Source: an optimization exercise on an open RTL-to-GDS flow (aim: small area, a short achievable clock period and few clock cycles per item). Production flows keep margins and buffers that such runs may drop.
In this exercise RTL edits were held to simulation tests only and were not proved equivalent to the original.

==> inputs of job 3994 <==
Design PixelSolverMultiCore, start of the top module:
module PixelSolverMultiCore (
  input               io_cmd_valid,
  output              io_cmd_ready,
  input      [27:0]   io_cmd_payload_x,
  input      [27:0]   io_cmd_payload_y,
  output              io_rsp_valid,
  input               io_rsp_ready,
  output     [5:0]    io_rsp_payload_iteration,
  input               clk,
  input               reset
);
==> module PixelSolverMultiCore, before the edit <==
module PixelSolverMultiCore (
  input               io_cmd_valid,
  output              io_cmd_ready,
  input      [27:0]   io_cmd_payload_x,
  input      [27:0]   io_cmd_payload_y,
  output              io_rsp_valid,
  input               io_rsp_ready,
  output     [5:0]    io_rsp_payload_iteration,
  input               clk,
  input               reset
);
  reg         bv;
  reg  [27:0] bx, by;
  wire        ld;
  assign io_cmd_ready = ~bv;
  always @(posedge clk or posedge reset) begin
    if (reset) bv <= 1'b0;
    else if (bv) bv <= ~ld;
    else bv <= io_cmd_valid;
  end
  always @(posedge clk) begin
    if (!bv) begin
      bx <= io_cmd_payload_x;
      by <= io_cmd_payload_y;
    end
  end
  wire bbig = (bx[27:21] != {7{bx[21]}}) | (by[27:21] != {7{by[21]}});
  wire bcorner = (bx == 28'h8000000) & (by == 28'h8000000);
  reg  [3:0]  head, tail;
  reg  [7:0]  rob_v;
  reg  [5:0]  rob_d [0:7];
  wire robfull = (tail[3] != head[3]) & (tail[2:0] == head[2:0]);
  reg         v1, fd1;
  reg  [21:0] x1, y1, x01, y01;
  reg  [5:0]  it1;
  reg  [2:0]  tag1;
  wire [42:0] a0, a1, b0, b1;
  wire [44:0] p0, p1;
  dp1 u_dp1 (.x(x1), .y(y1), .y0(y01),
             .a0(a0), .a1(a1), .b0(b0), .b1(b1), .p0(p0), .p1(p1));
  reg         v2, fd2;
  reg  [42:0] a0r, a1r, b0r, b1r;
  reg  [44:0] p0r, p1r;
  reg  [21:0] x02, y02;
  reg  [5:0]  it2;
  reg  [2:0]  tag2;
  always @(posedge clk or posedge reset) begin
    if (reset) v2 <= 1'b0;
    else v2 <= v1;
  end
  always @(posedge clk) begin
    a0r <= a0; a1r <= a1; b0r <= b0; b1r <= b1;
    p0r <= p0; p1r <= p1;
    x02 <= x01; y02 <= y01;
    it2 <= it1; tag2 <= tag1; fd2 <= fd1;
  end
  wire [43:0] s0r, s1r, d0r, d1r;
  dp2 u_dp2 (.a0(a0r), .a1(a1r), .b0(b0r), .b1(b1r), .x0(x02),
             .s0(s0r), .s1(s1r), .d0(d0r), .d1(d1r));
  wire [43:0] dsum = d0r + d1r;
  wire [44:0] psum = p0r + p1r;
  wire [43:0] ssum = s0r + s1r;
  wire [23:0] dh = dsum[43:20];
  wire [24:0] ph = psum[44:20];
  wire [1:0]  sh = ssum[43:42];
  wire esc  = sh != 2'd0;
  wire oob  = (dh[23:21] != {3{dh[21]}}) | (ph[24:21] != {4{ph[21]}});
  wire done = fd2 | esc | oob | (it2 == 6'd62);
  wire [5:0] it2p = it2 + 6'd1;
  wire [5:0] res  = (fd2 | esc) ? it2 : it2p;
  wire free = ~v2 | done;
  assign ld = free & bv & ~robfull;
  always @(posedge clk or posedge reset) begin
    if (reset) v1 <= 1'b0;
    else v1 <= ~free | ld;
  end
  always @(posedge clk) begin
    if (ld) begin
      x1 <= {bx[21], bx[20:0] ^ {21{bx[21]}}};
      y1 <= {by[21], by[20:0] ^ {21{by[21]}}};
      x01 <= bx[21:0]; y01 <= by[21:0];
      it1 <= bcorner ? 6'd63 : 6'd1; tag1 <= tail[2:0]; fd1 <= bbig;
    end else begin
      x1 <= {dh[21], dh[20:0] ^ {21{dh[21]}}};
      y1 <= {ph[21], ph[20:0] ^ {21{ph[21]}}};
      x01 <= x02; y01 <= y02;
      it1 <= it2p; tag1 <= tag2; fd1 <= 1'b0;
    end
  end
  reg        ov;
  reg  [5:0] od;
  wire take = ~ov | io_rsp_ready;
  wire hv   = rob_v[head[2:0]];
  assign io_rsp_valid = ov;
  assign io_rsp_payload_iteration = od;
  integer i;
  always @(posedge clk or posedge reset) begin
    if (reset) begin
      ov <= 1'b0; head <= 4'd0; tail <= 4'd0; rob_v <= 8'd0;
    end else begin
      if (ld) tail <= tail + 4'd1;
      if (take) begin
        ov <= hv;
        if (hv) head <= head + 4'd1;
      end
      for (i = 0; i < 8; i = i + 1) begin
        if (v2 & done & (tag2 == i)) rob_v[i] <= 1'b1;
        else if (take & hv & (head[2:0] == i)) rob_v[i] <= 1'b0;
      end
    end
  end
  always @(posedge clk) begin
    if (take & hv) od <= rob_d[head[2:0]];
    for (i = 0; i < 8; i = i + 1)
      if (v2 & done & (tag2 == i)) rob_d[i] <= res;
  end
endmodule
==> flow/config.mk <==
export PLATFORM = sky130hd
export DESIGN_NAME = PixelSolverMultiCore
export DESIGN_NICKNAME = PixelSolverMultiCore
export VERILOG_FILES = /design/flow/design.v
export SDC_FILE = /design/flow/constraint.sdc
export NUM_CORES = 4
export LEC_CHECK = 0
export CAP_MARGIN = 20
export CORE_MARGIN = 2
export CORE_UTILIZATION = 40
export SLEW_MARGIN = 20
==> flow/constraint.sdc <==
create_clock -name core_clock -period 17.0 [get_ports {clk}]
set_input_delay 3.4000 -clock core_clock [delete_from_list [all_inputs] [get_ports {clk}]]
set_output_delay 3.4000 -clock core_clock [all_outputs]
set_load 0.01 [all_outputs]
standard.sh (not shown) runs the stock make flow with config.mk's settings and CLKGATE_MAP_FILE= SYNTH_SCRIPT=/design/flow/synth_recipe.tcl, a recipe that flattens the netlist after the stock synthesis.
==> flow/flow/run.sh <==
#!/bin/bash
# Standard ORFS layout, with repair_timing asked to over-fix setup by a
# margin, so that the layout is optimised below the design's clock period.
set -euo pipefail
export SETUP_SLACK_MARGIN=12
bash standard.sh > flow_make.log 2>&1
==> inputs of job 1095, as changes to job 3994 <==
--- a/flow/design.v
+++ b/flow/design.v
@@ -32,6 +32,7 @@
   wire robfull = (tail[3] != head[3]) & (tail[2:0] == head[2:0]);
   reg         v1, fd1;
   reg  [21:0] x1, y1, x01, y01;
+  reg  [21:0] sx1, sy1;
   reg  [5:0]  it1;
   reg  [2:0]  tag1;
   wire [42:0] a0, a1, b0, b1;
@@ -42,6 +43,8 @@
   reg  [42:0] a0r, a1r, b0r, b1r;
   reg  [44:0] p0r, p1r;
   reg  [21:0] x02, y02;
+  reg  [21:0] sx2, sy2;
+  reg         cyc2;
   reg  [5:0]  it2;
   reg  [2:0]  tag2;
   always @(posedge clk or posedge reset) begin
@@ -52,6 +55,12 @@
     a0r <= a0; a1r <= a1; b0r <= b0; b1r <= b1;
     p0r <= p0; p1r <= p1;
     x02 <= x01; y02 <= y01;
+    cyc2 <= (x1 == sx1) & (y1 == sy1) & (it1 != 6'd1);
+    if (it1[1:0] == 2'd0) begin
+      sx2 <= x1; sy2 <= y1;
+    end else begin
+      sx2 <= sx1; sy2 <= sy1;
+    end
     it2 <= it1; tag2 <= tag1; fd2 <= fd1;
   end
   wire [43:0] s0r, s1r, d0r, d1r;
@@ -65,9 +74,9 @@
   wire [1:0]  sh = ssum[43:42];
   wire esc  = sh != 2'd0;
   wire oob  = (dh[23:21] != {3{dh[21]}}) | (ph[24:21] != {4{ph[21]}});
-  wire done = fd2 | esc | oob | (it2 == 6'd62);
+  wire done = fd2 | esc | oob | cyc2 | (it2 == 6'd62);
   wire [5:0] it2p = it2 + 6'd1;
-  wire [5:0] res  = (fd2 | esc) ? it2 : it2p;
+  wire [5:0] res  = (fd2 | esc) ? it2 : (cyc2 ? 6'd63 : it2p);
   wire free = ~v2 | done;
   assign ld = free & bv & ~robfull;
   always @(posedge clk or posedge reset) begin
@@ -78,12 +87,15 @@
     if (ld) begin
       x1 <= {bx[21], bx[20:0] ^ {21{bx[21]}}};
       y1 <= {by[21], by[20:0] ^ {21{by[21]}}};
+      sx1 <= {bx[21], bx[20:0] ^ {21{bx[21]}}};
+      sy1 <= {by[21], by[20:0] ^ {21{by[21]}}};
       x01 <= bx[21:0]; y01 <= by[21:0];
       it1 <= bcorner ? 6'd63 : 6'd1; tag1 <= tail[2:0]; fd1 <= bbig;
     end else begin
       x1 <= {dh[21], dh[20:0] ^ {21{dh[21]}}};
       y1 <= {ph[21], ph[20:0] ^ {21{ph[21]}}};
       x01 <= x02; y01 <= y02;
+      sx1 <= sx2; sy1 <= sy2;
       it1 <= it2p; tag1 <= tag2; fd1 <= 1'b0;
     end
   end
==> notes <==
- Job 1095 passed the timing, design-rule and antenna checks. Job 3994 went through all stages and came out clean.
- Between job 3994 and job 1095, the lower worst hold slack is in job 3994 (gap 0.0017 ns).
- In job 3994 the non-clock buffer count is lower than in job 1095, by 8.
- Against job 3994, the first-iteration DRC count of job 1095 is higher by about 6%.
- Of job 3994 and job 1095, job 1095 has the higher wire length (gap about 12%, measured against job 1095).
- In job 3994 the area after synthesis is smaller than in job 1095, by about 8%.
- Against job 1095, the sequential share of layout area of job 3994 is lower by 1.4 points.
- Between job 1095 and job 3994, the lower cell count is in job 3994 (gap 6.8%, measured against job 3994).
- In job 3994 the register-to-register slack is lower than in job 1095, by 0.27 ns.
==> figures <==
Global-route usage over all layers: job 3994 0.218; job 1095 0.229
Vertical extent of the die: job 3994 347 µm; job 1095 361 µm
Critical register-to-register path startpoint: job 3994 a0r[23]; job 1095 x02[0]
Endpoint of the worst hold path: job 3994 x02[19]; job 1095 x02[4]
Instance area after placement: job 3994 0.0495 mm²; job 1095 0.0535 mm²
Measured slew at the worst slew-check pin: job 3994 1.11 ns; job 1095 1.25 ns
Final cell utilization of the core: job 3994 0.462; job 1095 0.463
Detail Route met2 WL: job 3994 58,200 µm; job 1095 68,800 µm
Number of multi-input combinational cells in the layout: job 3994 2,886; job 1095 3,030
Run status: job 3994 no timing/DRC/antenna violations; job 1095 no timing/DRC/antenna violations
Sequential cell count: job 3994 531; job 1095 620
Arr. time, crit path: job 3994 5.94 ns; job 1095 5.66 ns
Async set or reset register ratio after synthesis: job 3994 0.0377; job 1095 0.0323
GP Congestion: job 3994 0.894; job 1095 0.903
Reg2Reg Depth: job 3994 21; job 1095 20
Wirelength per Cell: job 3994 21.0 µm; job 1095 22.3 µm
Post-synthesis adder-cell area fraction: job 3994 0.395; job 1095 0.365
Start point of the critical path: job 3994 a0r[23]; job 1095 x02[0]
Slew headroom: job 3994 0.253; job 1095 0.161
Worst Hold Launch: job 3994 x01[19]; job 1095 x01[4]
Testbench counts of job 3994, summed over its fixed seeds: cycles 141,970, items 7,200.
Testbench counts of job 1095, summed over its fixed seeds: cycles 114,659, items 7,200.

* * *

==> run a: inputs <==
Another version of the RTL of PixelSolverMultiCore (not shown whole).
==> module PixelSolverMultiCore, before the edit <==
module PixelSolverMultiCore (
  input               io_cmd_valid,
  output              io_cmd_ready,
  input      [27:0]   io_cmd_payload_x,
  input      [27:0]   io_cmd_payload_y,
  output              io_rsp_valid,
  input               io_rsp_ready,
  output     [5:0]    io_rsp_payload_iteration,
  input               clk,
  input               reset
);
  wire        cmd_in = io_cmd_valid & rdy;
  reg  [21:0] bx, by;
  reg         bbig, bcornerhi;
  wire        ld;
  reg         bv, rdy;
  wire        bv_n = bv ? ~ld : (cmd_in & ~ld);
  assign io_cmd_ready = rdy;
  always @(posedge clk or posedge reset) begin
    if (reset) begin
      bv <= 1'b0; rdy <= 1'b0;
    end else begin
      bv <= bv_n; rdy <= ~bv_n;
    end
  end
  always @(posedge clk) begin
    if (!bv) begin
      bx <= io_cmd_payload_x[21:0];
      by <= io_cmd_payload_y[21:0];
      bbig <= (io_cmd_payload_x[27:21] != {7{io_cmd_payload_x[21]}}) |
              (io_cmd_payload_y[27:21] != {7{io_cmd_payload_y[21]}});
      bcornerhi <= (io_cmd_payload_x[27:21] == 7'h40) & (io_cmd_payload_y[27:21] == 7'h40);
    end
  end
  reg  [3:0]  head, tail;
  reg  [7:0]  rob_v;
  reg  [5:0]  rob_d [0:7];
  wire robfull = (tail[3] != head[3]) & (tail[2:0] == head[2:0]);
  reg         v1, new1;
  reg  [21:0] x1, y1, x01, y01;
  reg  [21:0] sx1, sy1;
  reg  [5:0]  it1;
  reg  [2:0]  tag1;
  wire [21:0] x0s = new1 ? bx : x01;
  wire [21:0] y0s = new1 ? by : y01;
  wire [43:0] a0, a1, b0, b1;
  wire [44:0] p0, p1;
  dp1 u_dp1 (.x(x1), .y(y1), .x0(x0s), .y0(y0s),
             .a0(a0), .a1(a1), .b0(b0), .b1(b1), .p0(p0), .p1(p1));
  reg         v2, fd2;
  reg  [43:0] a0r, a1r, b0r, b1r;
  reg  [44:0] p0r, p1r;
  reg  [21:0] x02, y02;
  reg  [21:0] sx2, sy2;
  reg         cyc2;
  reg  [5:0]  it2;
  reg  [2:0]  tag2;
  always @(posedge clk or posedge reset) begin
    if (reset) v2 <= 1'b0;
    else v2 <= v1;
  end
  always @(posedge clk) begin
    a0r <= a0; a1r <= a1; b0r <= b0; b1r <= b1;
    p0r <= p0; p1r <= p1;
    x02 <= x0s; y02 <= y0s;
    cyc2 <= ~new1 & (x1 == sx1) & (y1 == sy1);
    if (new1) begin
      sx2 <= bx; sy2 <= by;
      it2 <= (bcornerhi & (bx == 22'd0) & (by == 22'd0)) ? 6'd63 : 6'd1;
      tag2 <= tail[2:0] - 3'd1;
      fd2 <= bbig;
    end else begin
      if (it1[1:0] == 2'd0) begin
        sx2 <= x1; sy2 <= y1;
      end else begin
        sx2 <= sx1; sy2 <= sy1;
      end
      it2 <= it1; tag2 <= tag1; fd2 <= 1'b0;
    end
  end
  wire [43:0] s0r, s1r, d0r, d1r;
  dp2 u_dp2 (.a0(a0r), .a1(a1r), .b0(b0r), .b1(b1r),
             .s0(s0r), .s1(s1r), .d0(d0r), .d1(d1r));
  wire [43:0] dsum, ssum;
  wire [44:0] psum;
  add44 u_dadd (.a(d0r), .b(d1r), .s(dsum));
  add45 u_padd (.a(p0r), .b(p1r), .s(psum));
  add44 u_sadd (.a(s0r), .b(s1r), .s(ssum));
  wire [23:0] dh = dsum[43:20];
  wire [24:0] ph = psum[44:20];
  wire [1:0]  sh = ssum[43:42];
  wire esc  = sh != 2'd0;
  wire oob  = (dh[23:21] != {3{dh[21]}}) | (ph[24:21] != {4{ph[21]}});
  wire done = fd2 | esc | oob | cyc2 | (it2 == 6'd62);
  wire [5:0] it2p = it2 + 6'd1;
  wire [5:0] res  = (fd2 | esc) ? it2 : (cyc2 ? 6'd63 : it2p);
  wire free = ~v2 | done;
  assign ld = free & (bv | cmd_in) & ~robfull;
  always @(posedge clk or posedge reset) begin
    if (reset) begin
      v1 <= 1'b0; new1 <= 1'b0;
    end else begin
      v1 <= ~free | ld;
      new1 <= ld;
    end
  end
  always @(posedge clk) begin
    if (free) begin
      if (bv) begin
        x1 <= bx; y1 <= by;
      end else begin
        x1 <= io_cmd_payload_x[21:0]; y1 <= io_cmd_payload_y[21:0];
      end
    end else begin
      x1 <= dh[21:0];
      y1 <= ph[21:0];
    end
    x01 <= x02; y01 <= y02;
    sx1 <= sx2; sy1 <= sy2;
    it1 <= it2p; tag1 <= tag2;
  end
  reg        ov;
  reg  [5:0] od;
  wire take = ~ov | io_rsp_ready;
  wire hv   = rob_v[head[2:0]];
  assign io_rsp_valid = ov;
  assign io_rsp_payload_iteration = od;
  integer i;
  always @(posedge clk or posedge reset) begin
    if (reset) begin
      ov <= 1'b0; head <= 4'd0; tail <= 4'd0; rob_v <= 8'd0;
    end else begin
      if (ld) tail <= tail + 4'd1;
      if (take) begin
        ov <= hv;
        if (hv) head <= head + 4'd1;
      end
      for (i = 0; i < 8; i = i + 1) begin
        if (v2 & done & (tag2 == i)) rob_v[i] <= 1'b1;
        else if (take & hv & (head[2:0] == i)) rob_v[i] <= 1'b0;
      end
    end
  end
  always @(posedge clk) begin
    if (take & hv) od <= rob_d[head[2:0]];
    for (i = 0; i < 8; i = i + 1)
      if (v2 & done & (tag2 == i)) rob_d[i] <= res;
  end
endmodule
clock: 17.0 ns
lec_check: 0
abc_area: 1
cap_margin: 20
core_margin: 2
core_utilization: 65
cts_cluster_diameter: 80
cts_cluster_size: 25
slew_margin: 20
==> flow/flow/run.sh <==
#!/bin/bash
# Layout flow: the standard synthesis, then an inverter-polarity pass on the
# synthesized netlist (flow/invopt.py: full adders are self-dual, so most
# inverters between them can go), then the standard ORFS layout with
# repair_timing asked to over-fix setup by a margin, so that the layout is
# optimised below the design's clock period.
set -euo pipefail
HERE=$(pwd)
RES=$HERE/orfs/results/$FLOW_PLATFORM/PixelSolverMultiCore/base
bash standard.sh "$RES/1_2_yosys.v" > flow_synth.log 2>&1
cp "$RES/1_2_yosys.v" "$HERE/synth_standard.v"
python3 flow/invopt.py "$HERE/synth_standard.v" "$RES/1_2_yosys.v" > flow_invopt.log 2>&1
export SETUP_SLACK_MARGIN=12.5
bash standard.sh > flow_make.log 2>&1
Other scripts of this flow, unchanged in this note and not shown: flow/flow/invopt.py
==> run b (differences from run a) <==
--- a/flow/design.v
+++ b/flow/design.v
@@ -11,3 +11,2 @@
 );
-  wire        cmd_in = io_cmd_valid & rdy;
   reg  [21:0] bx, by;
@@ -16,3 +15,3 @@
   reg         bv, rdy;
-  wire        bv_n = bv ? ~ld : (cmd_in & ~ld);
+  wire        bv_n = bv ? ~ld : (io_cmd_valid & rdy);
   assign io_cmd_ready = rdy;
@@ -97,3 +96,3 @@
   wire free = ~v2 | done;
-  assign ld = free & (bv | cmd_in) & ~robfull;
+  assign ld = free & bv & ~robfull;
   always @(posedge clk or posedge reset) begin
@@ -108,7 +107,3 @@
     if (free) begin
-      if (bv) begin
-        x1 <= bx; y1 <= by;
-      end else begin
-        x1 <= io_cmd_payload_x[21:0]; y1 <= io_cmd_payload_y[21:0];
-      end
+      x1 <= bx; y1 <= by;
     end else begin
--- a/flow/flow/run.sh
+++ b/flow/flow/run.sh
@@ -12,3 +12,3 @@
 python3 flow/invopt.py "$HERE/synth_standard.v" "$RES/1_2_yosys.v" > flow_invopt.log 2>&1
-export SETUP_SLACK_MARGIN=12.5
+export SETUP_SLACK_MARGIN=12.3
 bash standard.sh > flow_make.log 2>&1
--- a/flow/config.mk
+++ b/flow/config.mk
@@ -11,4 +11,4 @@
 export CORE_UTILIZATION = 65
-export CTS_CLUSTER_DIAMETER = 80
-export CTS_CLUSTER_SIZE = 25
+export CTS_CLUSTER_DIAMETER = 70
+export CTS_CLUSTER_SIZE = 20
 export SLEW_MARGIN = 20
==> run c (differences from run a) <==
--- a/flow/flow/run.sh
+++ b/flow/flow/run.sh
@@ -12,3 +12,3 @@
 python3 flow/invopt.py "$HERE/synth_standard.v" "$RES/1_2_yosys.v" > flow_invopt.log 2>&1
-export SETUP_SLACK_MARGIN=12.5
+export SETUP_SLACK_MARGIN=12.4
 bash standard.sh > flow_make.log 2>&1
--- a/flow/config.mk
+++ b/flow/config.mk
@@ -7,3 +7,2 @@
 export LEC_CHECK = 0
-export ABC_AREA = 1
 export CAP_MARGIN = 20
==> qor summary <==
                                                                                      run a                    run c                    run b
Result of the run                                                   complete, no violations  complete, no violations  complete, no violations
DR pass1 iterations                                                                       5                        8                        6
Met2 wirelength from detailed routing                                               60.0 mm                  69.1 mm                  58.4 mm
Post-CTS setup buffer count                                                              16                       59                        4
Worst setup path start                                                                od[2]                  b0r[17]                    od[3]
Multi-input gate share of the layout cell area                                        60.4%                    63.0%                    59.6%
Setup Crit Path Kind                                                             reg -> out               reg -> reg               reg -> out
Height of the die                                                                    272 um                   284 um                   272 um
Final hold slack                                                                   0.312 ns                 0.316 ns                 0.316 ns
Number of buffer and inverter instances along the worst setup path                        1                        7                        1
Pin count of the biggest net entering global routing                                     54                       90                       57
Highest metal layer used by the detailed router                                        met4                     met5                     met5
Vias per std cell                                                                      5.83                     6.35                     5.83
Area share of buffers outside the clock network                                       3.35%                    4.61%                    2.76%
Met2 track utilization from global routing                                            57.1%                    59.5%                    56.4%
Final weighted congestion of routability-driven global placement                      0.974                    0.967                    0.945
Post-synthesis average cell area                                                   9.76 um2                 9.70 um2                 10.1 um2
Min-Delay Startpoint                                                                 y02[0]                   sx2[9]                   x02[1]
Die boundary width                                                                   272 um                   284 um                   272 um
Testbench counts of run a, summed over its fixed seeds: cycles 113,812, items 7,200.
Testbench counts of run b, summed over its fixed seeds: cycles 114,659, items 7,200.
Testbench counts of run c, summed over its fixed seeds: cycles 113,812, items 7,200.

separate check: timing with driven ports:
The flow's constraints put no driver on any port. The routed layouts listed below were extracted and timed again, unchanged, in two steps. Step 1 (the two cells are an assumption about what drives the block):
set clk [get_ports {clk}]
set_driving_cell -lib_cell sky130_fd_sc_hd__clkbuf_16 $clk
set_driving_cell -lib_cell sky130_fd_sc_hd__buf_2 [delete_from_list [all_inputs] $clk]
Step 2, shift: input delay + t, output delay - t, t = (earliest + latest rising clock arrival at the registers) / 2. This alone moves slack from input paths to output paths. a / b / c = ideal / step 1 / step 2; a / b = the first two.
| run | shift t [ns] | setup WS [ns] | hold WS [ns] | worst register clock-pin slew, ns |
|---|---|---|---|---|
| job 3994 | 0.713 | 11.604 / 11.604 / 11.604 | 0.322 / 0.322 / 0.322 | 0.07 / 0.07 |
| job 1095 | 0.724 | 11.874 / 11.874 / 11.874 | 0.324 / 0.324 / 0.324 | 0.08 / 0.08 |
| run a | 0.694 | 12.423 / 12.356 / 11.964 | 0.312 / 0.312 / 0.312 | 0.10 / 0.10 |
| run b | 0.695 | 12.341 / 12.273 / 11.895 | 0.316 / 0.316 / 0.316 | 0.09 / 0.09 |
| run c | 0.689 | 12.219 / 12.219 / 11.957 | 0.316 / 0.316 / 0.316 | 0.10 / 0.10 |
After both steps every run listed still meets setup and hold. For run a, which loses most, drivers alone change the setup slack by -0.067 ns; drivers and shift together by -0.459 ns.
